From an optimization exercise on the open Yosys and OpenROAD flow, aimed at small area and a short achievable clock period; shortcuts taken in it are not production practice.
Where RTL was checked, it was by simulation tests only, not by an equivalence proof against the original.
Power figures rest on the tool's default switching activity, not on a simulated workload.

red:
==> flow/design.v <==
module  fir(
	input clk,
	input rst_n,
	input enable,
	input [2:0] tap,		 
	input [15:0] data_in,
	output [17:0] data_out,
	output complete
);
reg [15:0] d1, d2;		 
reg v1, v2, v3, done;		 
reg [15:0] h1, h2;		 
reg [15:0] h3, h4, h5;		 
reg [17:0] s3, c3;		 
reg [17:0] result;
always @(posedge clk) begin
	d1 <= data_in;
	d2 <= d1;
end
always @(posedge clk or negedge rst_n) begin
	if (!rst_n) begin
		v1 <= 1'b0;
		v2 <= 1'b0;
		v3 <= 1'b0;
		done <= 1'b0;
	end else begin
		v1 <= enable;
		v2 <= v1;
		v3 <= v2;
		done <= v3;
	end
end
wire [15:0] h2x3 = h2 + {h2[14:0], 1'b0};	 
always @(posedge clk or negedge rst_n) begin
	if (!rst_n) begin
		h1 <= 0;
		h2 <= 0;
		h3 <= 0;
		h4 <= 0;
		h5 <= 0;
	end else if (v2) begin
		h1 <= d2;
		if (tap > 3'd2) h2 <= h1;
		if (tap > 3'd3) h3 <= h2x3;
		if (tap > 3'd4) h4 <= h3;
		if (tap > 3'd5) h5 <= h4;
	end
end
wire [17:0] o0 = {2'b0, d2};
wire [17:0] o1 = {2'b0, h1[14:0], 1'b0};
wire [17:0] o2 = {2'b0, h2[14:0], 1'b0};
wire [17:0] o3 = {2'b0, h3};
wire [17:0] o4 = {2'b0, h4};
wire [17:0] o5 = {2'b0, h5};
wire [17:0] a_s = o0 ^ o1 ^ o2;
wire [17:0] a_c = ((o0 & o1) | (o0 & o2) | (o1 & o2)) << 1;
wire [17:0] b_s = o3 ^ o4 ^ o5;
wire [17:0] b_c = ((o3 & o4) | (o3 & o5) | (o4 & o5)) << 1;
wire [17:0] e_s = a_s ^ a_c ^ b_s;
wire [17:0] e_c = ((a_s & a_c) | (a_s & b_s) | (a_c & b_s)) << 1;
wire [17:0] f_s = e_s ^ e_c ^ b_c;
wire [17:0] f_c = ((e_s & e_c) | (e_s & b_c) | (e_c & b_c)) << 1;
always @(posedge clk) begin
	s3 <= f_s;
	c3 <= f_c;
end
always @(posedge clk or negedge rst_n) begin
	if (!rst_n)
		result <= 0;
	else if (v3)
		result <= s3 + c3;
end
assign data_out = result;
assign complete = done;
endmodule
clock: 4.0 ns
lec_check: 0
cap_margin: 20
core_margin: 2
core_utilization: 40
setup_slack_margin: 2.2
slew_margin: 20
run.sh (not shown) runs the stock make flow with config.mk's settings and CLKGATE_MAP_FILE= SYNTH_SCRIPT=/design/flow/synth_recipe.tcl, a recipe that flattens the netlist after the stock synthesis.
Changes in blue relative to red:
==> flow/design.v <==
module  fir(
	input clk,
	input rst_n,
	input enable,
	input [2:0] tap,		 
	input [15:0] data_in,
	output [17:0] data_out,
	output complete
);
reg [15:0] d1, d2, d3;		 
reg v1, v2, v3, done;		 
reg [17:0] z1, z2, z3;		 
reg [16:0] z4;
reg [15:0] z5;
reg [17:0] result;
always @(posedge clk) begin
	d1 <= data_in;
	d2 <= d1;
	d3 <= d2;
end
always @(posedge clk or negedge rst_n) begin
	if (!rst_n) begin
		v1 <= 1'b0;
		v2 <= 1'b0;
		v3 <= 1'b0;
		done <= 1'b0;
	end else begin
		v1 <= enable;
		v2 <= v1;
		v3 <= v2;
		done <= v3;
	end
end
wire [15:0] x2 = {d3[14:0], 1'b0};	 
wire [15:0] x3 = d3 + x2;		 
always @(posedge clk or negedge rst_n) begin
	if (!rst_n) begin
		z1 <= 0;
		z2 <= 0;
		z3 <= 0;
		z4 <= 0;
		z5 <= 0;
		result <= 0;
	end else if (v3) begin
		result <= d3 + z1;
		z1 <= x2 + z2;
		if (tap > 3'd2) z2 <= x2 + z3;
		if (tap > 3'd3) z3 <= x3 + z4;
		if (tap > 3'd4) z4 <= x3 + z5;
		if (tap > 3'd5) z5 <= x3;
	end
end
assign data_out = result;
assign complete = done;
endmodule
Results
- Comparing switching power for blue and red, the smaller number came from red.
- For fraction of area in non-clock buffers, red and blue come out practically identical.
- Compared blue vs red, and transition at the pin with the smallest max-transition slack is down in blue.
- What blue reported for final non-filler cell area has to be multiplied by 0.831 to get the figure for red.
- Taking red over blue, the number of buffers inserted to repair setup after CTS ratio works out to 0.75.
No run of this note included a check of the RTL's function; only the layout flow was run.

* * *

== sierra ==
fir, a different RTL version from the one above (not shown whole).
Size: about 520 cells after synthesis, roughly 170 flip-flops, ~41 I/O pins, ~0.0078 mm^2 of cells after synthesis.
==> module fir, before the edit <==
module  fir(
	input clk,
	input rst_n,
	input enable,
	input [2:0] tap,		 
	input [15:0] data_in,
	output [17:0] data_out,
	output complete
);
reg [15:0] d1, d2;		 
reg v1, v2, v3, done;		 
reg [5:2] ld;			 
reg [15:0] h1, h2;		 
reg h2c;			 
reg [15:0] h3, h4, h5;		 
reg [17:0] s3, c3;		 
reg [17:0] result;
always @(posedge clk) begin
	d1 <= data_in;
	d2 <= d1;
end
always @(posedge clk or negedge rst_n) begin
	if (!rst_n) begin
		v1 <= 1'b0;
		v2 <= 1'b0;
		v3 <= 1'b0;
		done <= 1'b0;
		ld <= 4'b0;
	end else begin
		v1 <= enable;
		v2 <= v1;
		v3 <= v2;
		done <= v3;
		ld[2] <= v1 & (tap > 3'd2);
		ld[3] <= v1 & (tap > 3'd3);
		ld[4] <= v1 & (tap > 3'd4);
		ld[5] <= v1 & (tap > 3'd5);
	end
end
wire [8:0] h1x3_lo = {1'b0, h1[7:0]} + {h1[6:0], 1'b0};
wire h1c = h1x3_lo[8];
wire [7:0] t0 = h2[7:0] + {h2[6:0], 1'b0};
wire [7:0] t1 = h2[15:8] + h2[14:7] + h2c;
wire [15:0] h2x3 = {t1, t0};
always @(posedge clk or negedge rst_n) begin
	if (!rst_n) begin
		h1 <= 0;
		h2 <= 0;
		h2c <= 0;
		h3 <= 0;
		h4 <= 0;
		h5 <= 0;
	end else begin
		if (v2) h1 <= d2;
		if (ld[2]) begin
			h2 <= h1;
			h2c <= h1c;
		end
		if (ld[3]) h3 <= h2x3;
		if (ld[4]) h4 <= h3;
		if (ld[5]) h5 <= h4;
	end
end
wire [17:0] o0 = {2'b0, d2};
wire [17:0] o1 = {2'b0, h1[14:0], 1'b0};
wire [17:0] o2 = {2'b0, h2[14:0], 1'b0};
wire [17:0] o3 = {2'b0, h3};
wire [17:0] o4 = {2'b0, h4};
wire [17:0] o5 = {2'b0, h5};
wire [17:0] a_s = o0 ^ o1 ^ o2;
wire [17:0] a_c = ((o0 & o1) | (o0 & o2) | (o1 & o2)) << 1;
wire [17:0] b_s = o3 ^ o4 ^ o5;
wire [17:0] b_c = ((o3 & o4) | (o3 & o5) | (o4 & o5)) << 1;
wire [17:0] e_s = a_s ^ a_c ^ b_s;
wire [17:0] e_c = ((a_s & a_c) | (a_s & b_s) | (a_c & b_s)) << 1;
wire [17:0] f_s = e_s ^ e_c ^ b_c;
wire [17:0] f_c = ((e_s & e_c) | (e_s & b_c) | (e_c & b_c)) << 1;
always @(posedge clk) begin
	s3 <= f_s;
	c3 <= f_c;
end
always @(posedge clk or negedge rst_n) begin
	if (!rst_n)
		result <= 0;
	else if (v3)
		result <= s3 + c3;
end
assign data_out = result;
assign complete = done;
endmodule
export LEC_CHECK = 0
export CAP_MARGIN = 20
export CORE_MARGIN = 2
export CORE_UTILIZATION = 40
export CTS_BUF_LIST = sky130_fd_sc_hd__clkbuf_8
export SETUP_SLACK_MARGIN = 1.9
export SLEW_MARGIN = 20
export TNS_END_PERCENT = 5
create_clock -name core_clock -period 4.0 [get_ports {clk}]
standard.sh (not shown) runs the stock make flow with config.mk's settings and CLKGATE_MAP_FILE= SYNTH_SCRIPT=/design/flow/synth_recipe.tcl, a recipe that flattens the netlist after the stock synthesis.
==> flow/flow/run.sh <==
#!/bin/bash
# The standard ORFS layout (same make targets and settings as standard.sh),
# with these changes: port buffers are buf_2 cells instead of the delay
# cells buffer_ports picks by itself; Yosys synth runs with -noabc, so its generic abc pass does not run before extract_fa.
# Each tool's output goes to a log file here.
set -euo pipefail
W=$(pwd)
make -C "$FLOW_HOME" DESIGN_CONFIG="$W/config.mk" WORK_HOME="$W/orfs" CLKGATE_MAP_FILE= \
  SYNTH_SCRIPT="$W/synth_recipe.tcl" \
  BUFFER_PORTS_ARGS="-buffer_cell sky130_fd_sc_hd__buf_2" SYNTH_ARGS=-noabc CTS_ARGS="-sink_clustering_enable -repair_clock_nets -buf_list sky130_fd_sc_hd__clkbuf_8 -dont_use_dummy_load" \
  finish > "$W/make.log" 2>&1
R="$W/orfs/results/$FLOW_PLATFORM/fir/base"
: # left out here: write the final layout as DEF
## Diff of input files: cedar against sierra
-- flow/design.v --
<<< sierra, line 12
reg [5:2] ld;			 
reg [15:0] h1, h2;		 
reg h2c;			 
reg [15:0] h3, h4, h5;		 
reg [17:0] s3, c3;		 
>>> cedar, line 12
reg [5:2] ld;			 
reg [15:0] h1, h2;		 
reg [2:0] h2c;			 
reg [15:0] h3, h4, h5;		 
reg [17:0] s3, c3;		 
<<< sierra, line 38
	end
end
wire [8:0] h1x3_lo = {1'b0, h1[7:0]} + {h1[6:0], 1'b0};
wire h1c = h1x3_lo[8];
wire [7:0] t0 = h2[7:0] + {h2[6:0], 1'b0};
wire [7:0] t1 = h2[15:8] + h2[14:7] + h2c;
wire [15:0] h2x3 = {t1, t0};
always @(posedge clk or negedge rst_n) begin
	if (!rst_n) begin
>>> cedar, line 38
	end
end
wire [12:0] h1x3_lo = {1'b0, h1[11:0]} + {h1[10:0], 1'b0};
wire [4:0] h1x3_c4 = {1'b0, h1[3:0]} + {h1[2:0], 1'b0};
wire [8:0] h1x3_c8 = {1'b0, h1[7:0]} + {h1[6:0], 1'b0};
wire [2:0] h1c = {h1x3_lo[12], h1x3_c8[8], h1x3_c4[4]};
wire [3:0] t0 = h2[3:0] + {h2[2:0], 1'b0};
wire [3:0] t1 = h2[7:4] + h2[6:3] + h2c[0];
wire [3:0] t2 = h2[11:8] + h2[10:7] + h2c[1];
wire [3:0] t3 = h2[15:12] + h2[14:11] + h2c[2];
wire [15:0] h2x3 = {t3, t2, t1, t0};
always @(posedge clk or negedge rst_n) begin
	if (!rst_n) begin
Findings:
Between cedar and sierra, it is cedar whose power drawn by the combinational cells is lower, by about 6.4%.
From sierra to cedar the numbers moved as follows: data arrival time at the worst-slack endpoint lower, longest individual stage delay on the worst path higher, worst-skew pair later-pin latency roughly the same, non-clock buffer count higher.
Largest fanout on the critical path: sierra and cedar compared, lower one is cedar
The met2 track demand over resource in global routing of cedar exceeds that of sierra by 1.6 points.
cedar: synthesized-area fraction occupied by xor and xnor cells lower than sierra
Mean area per synthesized cell is lower on cedar
Looking at minimum clock period after layout across both flows, cedar is the stronger of the two, with sierra trailing.
Count of cells resized by post-cts repair for cedar is higher than for sierra.
As of cedar, total die area had risen slightly compared to sierra.
No functional check of the RTL was part of sierra.

[separate check: timing with driven ports]
In the flow no input, the clock included, has a driving cell. The finished layouts below were timed again as built, in two steps. Step 1: set_driving_cell puts a clkbuf_16 on clk and a buf_2 on each other input, an assumption about the parent block. Step 2 also shifts input and output timing later by t, the mid clock arrival at the registers, as if the neighbouring blocks saw the same clock. Slacks: ideal / step 1 / step 2; pairs: ideal / step 1.
| run | t, ns | slack for setup (ns) | worst data-port slew with drivers (ns) |
|---|---|---|---|
| red | 0.459 | 1.707 / 1.707 / 1.707 | 0.03 |
| blue | 0.465 | 0.560 / 0.560 / 0.560 | 0.04 |
| sierra | 0.477 | 1.651 / 1.651 / 1.651 | 0.03 |
| cedar | 0.473 | 1.895 / 1.895 / 1.895 | 0.03 |
After both steps setup and hold are still met in every run listed.
